Background: an optimization exercise with open tools, aiming at small area, a short achievable clock period and few clock cycles per item. Do not read the settings as production practice. No functional check of the RTL was part of this run.

### config.mk
export PLATFORM = sky130hd
export DESIGN_NAME = friet_ae_32_bits
export DESIGN_NICKNAME = friet_ae_32_bits
export VERILOG_FILES = /design/flow/design.v
export SDC_FILE = /design/flow/constraint.sdc
export NUM_CORES = 4
export LEC_CHECK = 0
export CAP_MARGIN = 20
export CORE_MARGIN = 2
export CORE_UTILIZATION = 40
export SETUP_SLACK_MARGIN = 2.5
export SLEW_MARGIN = 20
### constraint.sdc
create_clock -name core_clock -period 5.0 [get_ports {clk}]
set_input_delay 1.0000 -clock core_clock [delete_from_list [all_inputs] [get_ports {clk}]]
set_output_delay 1.0000 -clock core_clock [all_outputs]
set_load 0.01 [all_outputs]
### design.v
module friet_permutation_round (a, b, c, rc, new_a, new_b, new_c);
input [127:0] a;
input [127:0] b;
input [127:0] c;
input [4:0] rc;
output [127:0] new_a;
output [127:0] new_b;
output [127:0] new_c;
wire [127:0] cc;
wire [127:0] fm;
wire [127:0] t;
assign cc[0]  = c[0]  ^ (rc[0] & (~rc[4]));
assign cc[4]  = c[4]  ^ (rc[1] & (~rc[4]));
assign cc[8]  = c[8]  ^ (rc[2] & (~rc[4]));
assign cc[12] = c[12] ^ (rc[3] & (~rc[4]));
assign cc[16] = c[16] ^ (rc[0] & rc[4]);
assign cc[20] = c[20] ^ (rc[1] & rc[4]);
assign cc[24] = c[24] ^ (rc[2] & rc[4]);
assign cc[28] = c[28] ^ (rc[3] & rc[4]);
assign cc[3:1]    = c[3:1];
assign cc[7:5]    = c[7:5];
assign cc[11:9]   = c[11:9];
assign cc[15:13]  = c[15:13];
assign cc[19:17]  = c[19:17];
assign cc[23:21]  = c[23:21];
assign cc[27:25]  = c[27:25];
assign cc[127:29] = c[127:29];
assign fm = {a[46:0], a[127:47]} ^ {cc[47:0], cc[127:48]};
assign t = a ^ b ^ cc;
assign new_c = fm ^ a;
assign new_b = fm ^ {a[126:0], a[127]} ^ b;
assign new_a = ({new_c[60:0], new_c[127:61]} & {new_b[91:0], new_b[127:92]}) ^ t;
endmodule
module friet_permutation_rc(rc, new_rc);
input [4:0] rc;
output [4:0] new_rc;
assign new_rc[0] = rc[0] ^ rc[3];
assign new_rc[1] = rc[0];
assign new_rc[2] = rc[1];
assign new_rc[3] = rc[2];
assign new_rc[4] = ~rc[4];
endmodule
module friet_ae_32_bits(clk, arstn, din, din_valid, din_ready, dout, dout_valid, dout_ready);
parameter ROUNDS = 1;
input clk;
input arstn;
input [31:0] din;
input din_valid;
output din_ready;
output [31:0] dout;
output dout_valid;
input dout_ready;
localparam [1:0] PH_CMD = 2'd0, PH_SIZE = 2'd1, PH_DATA = 2'd2, PH_ORW = 2'd3;
localparam [2:0] OP_ABS = 3'd1, OP_ENC = 3'd2, OP_DEC = 3'd3, OP_GTAG = 3'd4, OP_VTAG = 3'd5;
localparam [4:0] RC_START = 5'b01111;
localparam [4:0] RC_LAST = (ROUNDS == 1)  ? 5'b11001 :
                           (ROUNDS == 2)  ? 5'b01100 :
                           (ROUNDS == 3)  ? 5'b10110 : 5'b01011;
localparam [4:0] RC_PEN  = (ROUNDS == 1)  ? 5'b01100 :
                           (ROUNDS == 2)  ? 5'b01011 :
                           (ROUNDS == 3)  ? 5'b01010 : 5'b01110;
reg [31:0] din_q;
reg vld_q;
reg din_ready_q;
reg [2:0] room;
wire take = din_valid & din_ready_q;
always @(posedge clk) begin
    din_q <= din;
end
wire inc1;
wire data_grant;
wire [2:0] data_amt;
wire [2:0] room_inc = room + {2'b00, inc1};
always @(posedge clk or negedge arstn) begin
    if (arstn == 1'b0) begin
        vld_q <= 1'b0;
        room <= 3'd1;
        din_ready_q <= 1'b1;
    end else begin
        vld_q <= take;
        if (data_grant == 1'b1) begin
            room <= data_amt;
        end else if (take == 1'b1) begin
            room <= room_inc - 3'd1;
        end else begin
            room <= room_inc;
        end
        din_ready_q <= data_grant | inc1 | (take ? (room[2:1] != 2'b00) : din_ready_q);
    end
end
assign din_ready = din_ready_q;
reg [1:0] phase;
reg [2:0] op;
reg busy;
reg clr;
reg pad0_pend;
reg granted;
reg dec16_pend;
reg gtag_done;
reg op_abs_pad0;    
reg orw_done;
reg zero_done;
reg [31:0] ctr;
reg gt16;           
reg [1:0] widx;
reg [4:0] rc;
reg [383:0] state;
reg [31:0] acc;
reg [31:0] reg_dout;
reg reg_dout_valid;
wire op_abs  = (op == OP_ABS);
wire op_enc  = (op == OP_ENC);
wire op_dec  = (op == OP_DEC);
wire op_gtag = (op == OP_GTAG);
wire op_vtag = (op == OP_VTAG);
wire ph_cmd  = (phase == PH_CMD);
wire ph_size = (phase == PH_SIZE);
wire ph_data = (phase == PH_DATA);
wire ph_orw  = (phase == PH_ORW);
wire [3:0] ctr_low_m1 = ctr[3:0] - 4'd1;
wire [1:0] nm1 = gt16 ? 2'd3 : ctr_low_m1[3:2];
wire final_blk = ~gt16;
wire last_w = (widx == nm1);
wire op_last_w = final_blk & last_w;
wire partial = op_last_w & (ctr[1:0] != 2'b00);
wire full_end = op_last_w & (ctr[1:0] == 2'b00);
reg [31:0] mask;
always @(*) begin
    case ({partial, ctr[1:0]})
        3'b101 : mask = 32'h000000ff;
        3'b110 : mask = 32'h0000ffff;
        3'b111 : mask = 32'h00ffffff;
        default : mask = 32'hffffffff;
    endcase
end
wire fpad0 = op_abs;
reg [31:0] inpad;
always @(*) begin
    case ({partial, ctr[1:0]})
        3'b101 : inpad = {22'd0, 1'b1, fpad0, 8'd0};
        3'b110 : inpad = {14'd0, 1'b1, fpad0, 16'd0};
        3'b111 : inpad = {6'd0, 1'b1, fpad0, 24'd0};
        default : inpad = 32'd0;
    endcase
end
reg [31:0] wsel;
always @(*) begin
    case (widx)
        2'd0 : wsel = state[31:0];
        2'd1 : wsel = state[63:32];
        2'd2 : wsel = state[95:64];
        default : wsel = state[127:96];
    endcase
end
wire s_idle = ~busy & ~clr & ~pad0_pend;
wire dstep = vld_q & ph_data;
wire dstep_x = dstep & ~op_vtag;
wire emit_ok = ph_data & op_gtag & s_idle;
wire emit = emit_ok & dout_ready;
wire [31:0] din_x_w = din_q ^ wsel;
wire [31:0] din_x_w_masked = din_x_w & mask;
wire [31:0] wsel_masked = wsel & mask;
wire [31:0] tag_difference = din_q ^ wsel_masked;
wire [31:0] inj = (op_dec ? din_x_w_masked : (din_q & mask)) ^ inpad;
wire npad_en = dstep_x & (full_end | (~final_blk & (widx == 2'd3)));
wire [1:0] npad = {1'b1, final_blk ? fpad0 : ~fpad0};
wire spad_en = (emit & last_w) | (dstep & op_vtag & last_w);
wire zpad_en = pad0_pend & ~busy & ~clr;
reg [159:0] rate_x;
integer k;
always @(*) begin
    rate_x = 160'd0;
    for (k = 0; k < 4; k = k + 1) begin
        if (dstep_x && widx == k) begin
            rate_x[32*k +: 32] = inj;
        end
    end
    for (k = 0; k < 4; k = k + 1) begin
        if (npad_en && widx == k) begin
            rate_x[32*(k+1) +: 2] = npad;
        end
    end
    if (spad_en) begin
        rate_x[1] = 1'b1;
    end
    if (zpad_en) begin
        rate_x[1:0] = {1'b1, op_abs_pad0};
    end
end
wire start_perm = (dstep & last_w) | (emit & last_w) | zpad_en;
wire [127:0] ra [0:ROUNDS];
wire [127:0] rb [0:ROUNDS];
wire [127:0] rcc [0:ROUNDS];
wire [4:0] rrc [0:ROUNDS];
assign ra[0] = state[127:0];
assign rb[0] = state[255:128];
assign rcc[0] = state[383:256];
assign rrc[0] = rc;
genvar g;
generate
    for (g = 0; g < ROUNDS; g = g + 1) begin : rounds
        friet_permutation_round round_g(
            .a(ra[g]), .b(rb[g]), .c(rcc[g]), .rc(rrc[g]),
            .new_a(ra[g+1]), .new_b(rb[g+1]), .new_c(rcc[g+1]));
        friet_permutation_rc rc_g(.rc(rrc[g]), .new_rc(rrc[g+1]));
    end
endgenerate
always @(posedge clk) begin
    if (clr == 1'b1) begin
        state <= 384'd0;
    end else if (busy == 1'b1) begin
        state <= {rcc[ROUNDS], rb[ROUNDS], ra[ROUNDS]};
    end else begin
        state[159:0] <= state[159:0] ^ rate_x;
    end
end
always @(posedge clk) begin
    if (busy == 1'b0) begin
        rc <= RC_START;
    end else begin
        rc <= rrc[ROUNDS];
    end
end
wire cmd_step = vld_q & ph_cmd;
wire [7:0] cmd = din_q[7:0];
wire cmd_clear = cmd_step & (cmd == 8'h00);
wire cmd_op = cmd_step & (cmd >= 8'h01) & (cmd <= 8'h05);
wire size_step = vld_q & ph_size;
wire size_zero = (din_q == 32'd0);
wire size_gt16 = (din_q[31:5] != 27'd0) | (din_q[4] & (din_q[3:0] != 4'd0));
wire op_data = op_abs | op_enc | op_dec | op_vtag;
always @(posedge clk or negedge arstn) begin
    if (arstn == 1'b0) begin
        busy <= 1'b0;
    end else if (cmd_clear == 1'b1) begin
        busy <= 1'b0;
    end else if (start_perm == 1'b1) begin
        busy <= 1'b1;
    end else if (busy == 1'b1 && rc == RC_LAST) begin
        busy <= 1'b0;
    end
end
always @(posedge clk or negedge arstn) begin
    if (arstn == 1'b0) begin
        clr <= 1'b1;
    end else begin
        clr <= cmd_clear;
    end
end
always @(posedge clk or negedge arstn) begin
    if (arstn == 1'b0) begin
        pad0_pend <= 1'b0;
    end else if (cmd_clear == 1'b1) begin
        pad0_pend <= 1'b0;
    end else if (size_step == 1'b1 && size_zero == 1'b1 && op_data == 1'b1 && op_vtag == 1'b0) begin
        pad0_pend <= 1'b1;
    end else if (zpad_en == 1'b1) begin
        pad0_pend <= 1'b0;
    end
end
always @(posedge clk) begin
    if (size_step == 1'b1 && size_zero == 1'b1 && op_data == 1'b1 && op_vtag == 1'b0) begin
        op_abs_pad0 <= op_abs;
    end
end
always @(posedge clk or negedge arstn) begin
    if (arstn == 1'b0) begin
        phase <= PH_CMD;
    end else begin
        case (phase)
            PH_CMD : begin
                if (cmd_op == 1'b1) begin
                    phase <= PH_SIZE;
                end
            end
            PH_SIZE : begin
                if (vld_q == 1'b1) begin
                    phase <= size_zero ? PH_CMD : PH_DATA;
                end
            end
            PH_DATA : begin
                if ((dstep | emit) & op_last_w) begin
                    phase <= op_vtag ? PH_ORW : PH_CMD;
                end
            end
            default : begin
                if (dout_ready == 1'b1) begin
                    phase <= PH_CMD;
                end
            end
        endcase
    end
end
always @(posedge clk) begin
    if (cmd_step == 1'b1) begin
        op <= din_q[2:0];
    end
end
always @(posedge clk) begin
    if (size_step == 1'b1) begin
        ctr <= din_q;
        gt16 <= size_gt16;
    end else if (dec16_pend == 1'b1) begin
        ctr[31:4] <= ctr[31:4] - 28'd1;
        gt16 <= (ctr[31:6] != 26'd0) | (ctr[5] & (ctr[4:0] != 5'd0));
    end
end
always @(posedge clk or negedge arstn) begin
    if (arstn == 1'b0) begin
        dec16_pend <= 1'b0;
    end else begin
        dec16_pend <= (dstep | emit) & last_w & ~final_blk;
    end
end
always @(posedge clk) begin
    if (size_step == 1'b1) begin
        widx <= 2'd0;
    end else if (dstep | emit) begin
        widx <= last_w ? 2'd0 : widx + 2'd1;
    end
end
wire s_ready_soon = ~clr & ~pad0_pend & (~busy | rc == RC_PEN | rc == RC_LAST);
assign data_grant = ph_data & op_data & ~granted & s_ready_soon;
always @(posedge clk) begin
    if (size_step == 1'b1) begin
        granted <= 1'b0;
    end else if (dstep == 1'b1 && last_w == 1'b1) begin
        granted <= 1'b0;
    end else if (data_grant == 1'b1) begin
        granted <= 1'b1;
    end
end
always @(posedge clk or negedge arstn) begin
    if (arstn == 1'b0) begin
        gtag_done <= 1'b0;
        orw_done <= 1'b0;
        zero_done <= 1'b0;
    end else begin
        gtag_done <= emit & op_last_w;
        orw_done <= ph_orw & dout_ready;
        zero_done <= size_step & size_zero;
    end
end
wire [2:0] data_n = {1'b0, nm1} + 3'd1;
assign data_amt = data_n + {2'b00, final_blk & ~op_vtag};
assign inc1 = cmd_step | zero_done | gtag_done | orw_done;
always @(posedge clk) begin
    if (size_step == 1'b1) begin
        acc <= 32'd0;
    end else if (dstep == 1'b1 && op_vtag == 1'b1) begin
        acc <= acc | tag_difference;
    end
end
always @(posedge clk) begin
    if (ph_orw == 1'b1) begin
        reg_dout <= acc;
    end else if (op_gtag == 1'b1) begin
        reg_dout <= wsel_masked;
    end else if (op_vtag == 1'b1) begin
        reg_dout <= tag_difference;
    end else begin
        reg_dout <= din_x_w_masked;
    end
end
always @(posedge clk or negedge arstn) begin
    if (arstn == 1'b0) begin
        reg_dout_valid <= 1'b0;
    end else begin
        reg_dout_valid <= (dstep & ~op_abs) | emit | (ph_orw & dout_ready);
    end
end
assign dout = reg_dout;
assign dout_valid = reg_dout_valid;
endmodule
### run.sh
#!/bin/bash
# synth_recipe.tcl (not shown) runs the flow's synth.tcl, then flattens the netlist and writes it again
# the make line also repeats each setting of config.mk as NAME=value (left out here)
make -C /OpenROAD-flow-scripts/flow DESIGN_CONFIG=/design/flow/config.mk WORK_HOME=/design/flow/orfs CLKGATE_MAP_FILE= SYNTH_SCRIPT=/design/flow/synth_recipe.tcl finish
==> flow_summary.html <==
<table>
<tr><th>Metric</th><th>Value</th></tr>
<tr><th colspan="2">Status</th></tr>
<tr><td>Run status</td><td>complete, no violations</td></tr>
<tr><th colspan="2">Clock tree</th></tr>
<tr><td>CTS Buffer Depth</td><td>3</td></tr>
<tr><td>CTS Hold Bufs</td><td>0</td></tr>
<tr><td>Clock sinks</td><td>540</td></tr>
<tr><td>TritonCTS Buffers</td><td>67</td></tr>
<tr><td>Clock transition at the registers of the reported paths</td><td>approximately 0.06 ns</td></tr>
<tr><td>Clock Root Buffer</td><td>clkbuf_16</td></tr>
<tr><td>CTS tree</td><td>yes</td></tr>
<tr><td>Maximum level of the CTS H-tree</td><td>3</td></tr>
<tr><td>Worst-Skew Late Latency</td><td>approximately 0.6 ns</td></tr>
<tr><th colspan="2">Synthesis</th></tr>
<tr><td>Post-synthesis share of cell area spent on and, or, nand and nor gates</td><td>0.1346</td></tr>
<tr><td>EDFF count, synth</td><td>37</td></tr>
<tr><td>Post-Synthesis Cells</td><td>approximately 3700</td></tr>
<tr><td>Synthesized net count</td><td>3766</td></tr>
<tr><td>Dominant cell type by area after synthesis</td><td>dfxtp_1</td></tr>
<tr><td>Dominant synthesized flop cell</td><td>dfxtp_1</td></tr>
<tr><td>Post-synthesis sequential element count</td><td>540</td></tr>
<tr><td>Top cell type's share of synthesized area</td><td>0.2952</td></tr>
<tr><td>Leading post-synthesis cells by cell area</td><td>dfxtp_1 30%, xnor2_1 17%, xor2_1 10%</td></tr>
<tr><td>Complex-gate fraction of the synthesized area</td><td>0.09445</td></tr>
<tr><td>Cell variety after synth</td><td>81</td></tr>
<tr><td>Area share of xor/xnor cells in the synthesized design</td><td>0.3417</td></tr>
<tr><td>Main combinational cell family by area after synthesis</td><td>XOR/XNOR gates</td></tr>
<tr><td>Async set-reset flop share out of synthesis</td><td>0.02778</td></tr>
<tr><td>Post-Syn Area per Cell</td><td>~9 sq um</td></tr>
<tr><td>Adder and majority gate portion of the synthesized area</td><td>0.005293</td></tr>
<tr><td>Synth Warn #</td><td>1</td></tr>
<tr><td>Seq/Total Area, Yosys</td><td>0.3403</td></tr>
<tr><td>Area of the mapped netlist</td><td>about 33000 sq um</td></tr>
<tr><td>Share of cell area taken by muxes after synthesis</td><td>0.04239</td></tr>
<tr><th colspan="2">STA</th></tr>
<tr><td>Minimum clock period</td><td>around 2.7 ns</td></tr>
<tr><td>Unrepaired setup endpoints after global routing</td><td>true</td></tr>
<tr><td>Final Cycle Share</td><td>0.5350</td></tr>
<tr><td>Rel. slew slack</td><td>0.3904</td></tr>
<tr><td>Total count of max-transition violations in the final report</td><td>0</td></tr>
<tr><td>Pin slew with the least headroom to its limit</td><td>slightly above 0.9 ns</td></tr>
<tr><td>Setup TNS</td><td>0 ns</td></tr>
<tr><td>Final setup skew</td><td>about 0.024 ns</td></tr>
<tr><td>Highest clock frequency the design can meet</td><td>around 0.37 GHz</td></tr>
<tr><td>Final setup violation count</td><td>0</td></tr>
<tr><td>Number of failing hold endpoints at the final stage</td><td>0</td></tr>
<tr><th colspan="2">Setup path</th></tr>
<tr><td>CP Max Fanout</td><td>6</td></tr>
<tr><td>Type of origin of the critical path</td><td>flip-flop</td></tr>
<tr><td>Required time of the critical path</td><td>between 5 and 6 ns</td></tr>
<tr><td>Classification of the worst setup path</td><td>reg2reg</td></tr>
<tr><td>Kind of end point of the critical path</td><td>flip-flop</td></tr>
<tr><td>Endpoint arrival time on the critical path</td><td>roughly 3.2 ns</td></tr>
<tr><th colspan="2">Place</th></tr>
<tr><td>Final weighted congestion of routability-driven global placement</td><td>between 0.9 and 1</td></tr>
<tr><td>Sum of net half-perimeters after detailed placement</td><td>80760 um</td></tr>
<tr><td>Post-Place Cell Area</td><td>between 30000 and 40000 sq um</td></tr>
<tr><td>Number of buffers added on ports</td><td>between 60 and 70</td></tr>
<tr><th colspan="2">Min path</th></tr>
<tr><td>Path type of the worst min-delay path</td><td>reg2reg</td></tr>
<tr><th colspan="2">Floorplanning</th></tr>
<tr><td>Ports placed on the boundary</td><td>70</td></tr>
<tr><td>Core Area</td><td>about 80000 sq um</td></tr>
<tr><td>Initial cell density of the core</td><td>0.4037</td></tr>
<tr><td>Number of rows in the core area</td><td>between 100 and 150</td></tr>
<tr><td>Die area</td><td>roughly 85000 sq um</td></tr>
<tr><td>Die width</td><td>about 290 um</td></tr>
<tr><td>Y dimension of the die</td><td>between 200 and 300 um</td></tr>
<tr><th colspan="2">Global route</th></tr>
<tr><td>Number of global-route vias before repair</td><td>between 20000 and 25000</td></tr>
<tr><td>Tot GR Track Use</td><td>0.2609</td></tr>
<tr><td>Antenna violations before repair</td><td>4</td></tr>
<tr><td>Maximum number of pins on one net before global-route repair</td><td>between 150 and 200</td></tr>
<tr><td>Remaining global-route overflow</td><td>0</td></tr>
<tr><td>Wire length of the first global-routing pass</td><td>164400 um</td></tr>
<tr><th colspan="2">Drt</th></tr>
<tr><td>WL/cell</td><td>between 20 and 25 um</td></tr>
<tr><td>Vias</td><td>roughly 26000</td></tr>
<tr><td>Post-detailed-routing wire length</td><td>approximately 120000 um</td></tr>
<tr><td>Residual DRC</td><td>0</td></tr>
<tr><td>Drt pass-1 iters</td><td>9</td></tr>
<tr><td>Drt via density</td><td>between 5 and 6</td></tr>
<tr><td>Remaining number of nets flagged by the antenna check after routing</td><td>0</td></tr>
<tr><td>1st-iter DRT viols</td><td>2812</td></tr>
<tr><th colspan="2">Cells and area</th></tr>
<tr><td>Fraction of layout cells with a size suffix above 1</td><td>0.1323</td></tr>
<tr><td>Area added between synthesis and finish</td><td>17.22%</td></tr>
<tr><td>Post-route cell area</td><td>slightly below 40000 sq um</td></tr>
<tr><td>Final core utilization</td><td>0.4732</td></tr>
<tr><td>Number of nets in the finished design</td><td>3739</td></tr>
<tr><th colspan="2">Run</th></tr>
<tr><td>Count of maximum capacitance violations</td><td>0</td></tr>
</table>
## synthesized netlist by cell type, types with 4 or more instances
master    count
a211oi_1     37
a21oi_1     191
a222oi_1      6
a22oi_1      76
a22oi_2       6
a31oi_1      27
a32oi_1       7
and2_1        7
and3_1        6
buf_1        15
buf_2        50
clkbuf_1    244
dfrtp_1      12
dfxtp_1     488
edfxtp_1     37
ha_1         14
inv_1        28
mux2_1        8
mux2_2        9
mux2i_1     121
nand2_1     378
nand2b_1      9
nand3_1      16
nor2_1      487
nor2b_1      52
nor3_1       30
nor4_1       10
nor4_2        4
o21ai_0      93
o21ai_1      16
o22ai_1      14
o31a_1        4
or2_2         4
or3_1        13
xnor2_1     638
xnor3_1     101
xor2_1      384
## state kept, by name, indices dropped and copies added, names as in the netlist
name,cells
op,3
din_ready_q,1
pad0_pend,1
phase,2
acc,32
zero_done,1
granted,1
reg_dout,32
ctr,32
orw_done,1
op_abs_pad0,1
busy,1
clr,1
reg_dout_valid,1
widx,2
state,384
vld_q,1
din_q,32
dec16_pend,1
gt16,1
rc,5
gtag_done,1
room,3
## per-layer routing
metal  GRT usage  wire length, um
met5           0               13
met4      0.1261             7010
met3     0.04087            11270
met2      0.3915            49880
met1      0.3650            48740
## final cells by class
| cell class | instances | area [sq um] |
|---|---|---|
| antenna | 3 | 7.507 |
| clock buffer | 99 | 1949 |
| clock inverter | 14 | 136.4 |
| fill | 7728 | 43190 |
| inverter | 29 | 120.1 |
| multi-input combinational | 2834 | 21640 |
| sequential | 540 | 11280 |
| tap | 1070 | 1339 |
| timing repair buffer | 217 | 2325 |
## path summary, 6_finish.rpt
kind / from / cells after the start / end / slack [ns]
min reg2reg: acc[10] / 2 / reg_dout[10] / 0.44
max reg2reg: op[2] / 7 / state[0] / 2.32
max: op[2] / 7 / state[0] / 2.32
min: acc[10] / 2 / reg_dout[10] / 0.44
max in group asynchronous: arstn / 1 / busy / 3.65
min in group asynchronous: arstn / 1 / room[2] / 0.82
## timing repair
action	4_1_cts	5_1_grt
buffers inserted	44	58
resized for setup	96	210
pin swaps	10	94
gates cloned	5	4
setup endpoints to repair	324	187
## cell families after synthesis
| family | Yosys count |
|---|---|
| xor+xnor | 1127 |
| simple gates | 1048 |
| flops | 540 |
| compound gates | 506 |
| buf+inv | 343 |
| mux | 138 |
| fa+ha+maj | 14 |
## placed cells by master, fill, tap and decap left out, types with 8 or more instances in the layout
| cell | instances |
|---|---|
| clkbuf_1 | 19 |
| clkbuf_8 | 11 |
| clkdlybuf4s50_1 | 53 |
| a211oi_2 | 22 |
| clkbuf_16 | 73 |
| xnor2_1 | 615 |
| buf_12 | 15 |
| nor2b_1 | 48 |
| xnor2_2 | 22 |
| xor2_1 | 384 |
| buf_4 | 104 |
| xnor3_1 | 101 |
| o22ai_1 | 14 |
| or3_1 | 13 |
| buf_6 | 11 |
| a21oi_1 | 165 |
| nand2_1 | 360 |
| nor4_1 | 9 |
| nand2b_1 | 9 |
| o21ai_0 | 86 |
| nand2_2 | 13 |
| a21oi_2 | 26 |
| nor3_1 | 24 |
| dfrtp_1 | 11 |
| mux2_2 | 9 |
| edfxtp_1 | 37 |
| dlygate4sd2_1 | 9 |
| a31oi_1 | 26 |
| dfxtp_1 | 484 |
| o21ai_1 | 18 |
| a211oi_1 | 15 |
| a22oi_1 | 32 |
| a22oi_2 | 50 |
| nor2_2 | 8 |
| mux2i_1 | 117 |
| nor2_1 | 477 |
| nand3_1 | 15 |
| inv_1 | 24 |
## worst max-delay path: stages (launching register included)
cell and delay (ns):
edfxtp_1 0.49, buf_4 0.22, and3b_1 0.64, nand2_1 0.22, xnor2_2 0.21, a221o_1 0.34, o31a_1 0.12, mux2_1 0.31
## metrics by stage
stage,hold slack [ns],instances,setup slack (ns)
5_1_grt,0.4827,4803,2.327
3_3_place_gp,0.4404,4579,1.530
6_report,0.4394,4806,2.325
2_1_floorplan,0.4258,3716,2.584
4_1_cts,0.4482,4741,2.316
3_5_place_dp,0.4452,4579,1.483

[static timing again, ports no longer ideal]
The flow's constraints put no driver on any port. The routed layout listed below was extracted and timed again, unchanged, in two steps. Step 1: set_driving_cell puts a clkbuf_16 on clk and a buf_2 on each other input, an assumption about the parent block. Step 2 moves the port delays by t, midway between the first and last clock arrival at a register: inputs arrive t later, outputs are due t later. That takes back most of the time a late clock gives input paths. a / b / c = ideal / step 1 / step 2; a / b = the first two.
shift t [ns]: 0.663
setup WS [ns]: 2.325 / 2.325 / 1.920
clock arrival spread, ns: 0.026 / 0.025
worst register clock-pin slew, ns: 0.06 / 0.06
cell pins on the clock port's net: 1
After both steps this run still meets setup and hold. The setup slack of this run moves by 0.000 ns with the drivers and by -0.405 ns with both steps.
